From an optimization exercise on the open Yosys and OpenROAD flow, aimed at small area; shortcuts taken in it are not production practice. The RTL was checked by simulation tests, not by an equivalence proof against the original design. Power and IR drop assume default switching activity.

rev 12:
## CPUSystem
module CPUSystem(Clock, Reset, T, Mem_Address, Mem_WData, Mem_RData, Mem_Read, Mem_Write);
    input wire Clock;
    input wire Reset;
    output wire [7:0] T;
    output wire [15:0] Mem_Address;
    output wire [7:0] Mem_WData;
    input wire [7:0] Mem_RData;
    output wire Mem_Read;
    output wire Mem_Write;
    reg [6:0] P;                  
    reg [15:0] IR;
    reg [15:0] R0, R1, R2, R3;    
    reg [15:0] S1, S2;            
    reg [15:0] PC, AR, SP;
    reg Z, C;
    reg wf;                       
    reg [3:0] op;                 
    reg [2:0] asel, bsel;         
    reg [2:0] blsrc;              
    wire p0 = ~|P;
    wire p1 = P[0], p2 = P[1], p4 = P[2], p8 = P[3], p16 = P[4], p32 = P[5], p64 = P[6];
    wire fetch = p1 | p2;
    wire [5:0] D = IR[15:10];
    wire [1:0] RS = IR[9:8];
    wire Sb = IR[9];
    wire [2:0] DST = IR[8:6];
    wire [2:0] SR1 = IR[5:3];
    wire [2:0] SR2 = IR[2:0];
    wire [7:0] IMM = IR[7:0];
  ...
Size: about 1400 cells after synthesis, ~0.011 mm² of cells after synthesis.
==> flow/config.mk <==
export PLATFORM = sky130hd
export DESIGN_NAME = CPUSystem
export DESIGN_NICKNAME = CPUSystem
export VERILOG_FILES = /design/flow/design.v
export SDC_FILE = /design/flow/constraint.sdc
export NUM_CORES = 4
export LEC_CHECK = 0
export ABC_AREA = 1
export CAP_MARGIN = 20
export CORE_MARGIN = 2
export CORE_UTILIZATION = 40
export SLEW_MARGIN = 20
==> flow/constraint.sdc <==
create_clock -name core_clock -period 12.0 [get_ports {Clock}]
set_input_delay 2.4000 -clock core_clock [delete_from_list [all_inputs] [get_ports {Clock}]]
set_output_delay 2.4000 -clock core_clock [all_outputs]
set_load 0.01 [all_outputs]
standard.sh (not shown) runs the stock make flow with config.mk's settings and CLKGATE_MAP_FILE= SYNTH_SCRIPT=/design/flow/synth_recipe.tcl, a recipe that flattens the netlist after the stock synthesis.
==> flow/flow/run.sh <==
#!/bin/bash
# Standard synthesis, then an area re-mapping of the combinational logic (flip-flops kept),
# then the standard layout from floorplan to finish.
set -euo pipefail
W=$(pwd)
RES=$W/orfs/results/sky130hd/CPUSystem/base
bash standard.sh synth > "$W/flow_synth.log" 2>&1
cp "$RES/1_2_yosys.v" "$W/std_1_2_yosys.v"
bash flow/remap.sh "$W/std_1_2_yosys.v" "$W/remap_1_2_yosys.v" > "$W/flow_remap.log" 2>&1
cp "$W/remap_1_2_yosys.v" "$RES/1_2_yosys.v"
touch "$RES/1_2_yosys.v"
bash standard.sh finish > "$W/flow_finish.log" 2>&1
Other scripts of this flow, unchanged in this note and not shown: flow/flow/dontuse.txt, flow/flow/remap.abc, flow/flow/remap.sh
Rev 12: no failed stages, no open violations at the end
Here is what was changed in the inputs of rev 13 compared with rev 12.
diff --git a/flow/flow/run.sh b/flow/flow/run.sh
--- a/flow/flow/run.sh
+++ b/flow/flow/run.sh
@@ -10,3 +10,5 @@
 cp "$W/remap_1_2_yosys.v" "$RES/1_2_yosys.v"
 touch "$RES/1_2_yosys.v"
-bash standard.sh finish > "$W/flow_finish.log" 2>&1
+BUFFER_PORTS_ARGS="-buffer_cell sky130_fd_sc_hd__buf_1" \
+CTS_ARGS="-sink_clustering_enable -repair_clock_nets -dont_use_dummy_load" \
+  bash standard.sh finish > "$W/flow_finish.log" 2>&1
diff --git a/flow/config.mk b/flow/config.mk
--- a/flow/config.mk
+++ b/flow/config.mk
@@ -7,6 +7,7 @@
 export LEC_CHECK = 0
 export ABC_AREA = 1
-export CAP_MARGIN = 20
+export CAP_MARGIN = 0
 export CORE_MARGIN = 2
 export CORE_UTILIZATION = 40
-export SLEW_MARGIN = 20
+export GPL_TIMING_DRIVEN = 0
+export SLEW_MARGIN = 0
Findings:
- From rev 12 to rev 13 the numbers moved as follows: combinational fraction of design power shows an increase of 0.3 points, top fanout value on the critical path shows an increase of 29%.
- Rev 13: total number of cells along the worst setup path higher than rev 12
- The estimated power of rev 13 ends up lower than the estimate for rev 12.
- For worst-case vdd ir drop, dividing the value from rev 12 by the value from rev 13 gives 0.71.
- Final critical delay including setup and external delays: higher on rev 13
- Comparing rev 12 against rev 13, there is no change at all in cell depth of the worst hold path.
- Of rev 13 and rev 12, it is rev 13 that has the higher arrival time of data at the critical path endpoint.
- The non-clock buffering overhead in the final layout in rev 13 sits 2.1 points below the value recorded for rev 12.

[what the ideal ports hide]
No port has a modelled driver above. Below, the same layouts with a new extraction and two added sets of constraints.
Step 1 sets driving cells, clkbuf_16 on the clock port and buf_2 on the other inputs (assumed; they add their load-dependent delay and slew).
Step 2 adds t to the input delays and takes it off the output delays; t is the mean of the earliest and latest rising clock arrival at the registers after step 1. Input paths then give back, and output paths get back, about the clock's delay inside the block.
Three values: ideal ports, drivers, drivers and shift; two values: the first two.
run | t, ns | slack for setup (ns) | hold WS [ns] | worst register clock-pin slew, ns | worst data-port slew with drivers (ns)
rev 12 | 0.494 | 2.069 / 2.069 / 2.069 | 0.508 / 0.508 / 0.508 | 0.08 / 0.08 | 0.03
rev 13 | 0.482 | 0.548 / 0.548 / 0.548 | 0.507 / 0.507 / 0.507 | 0.09 / 0.09 | 0.04
After both steps every run listed still meets setup and hold.
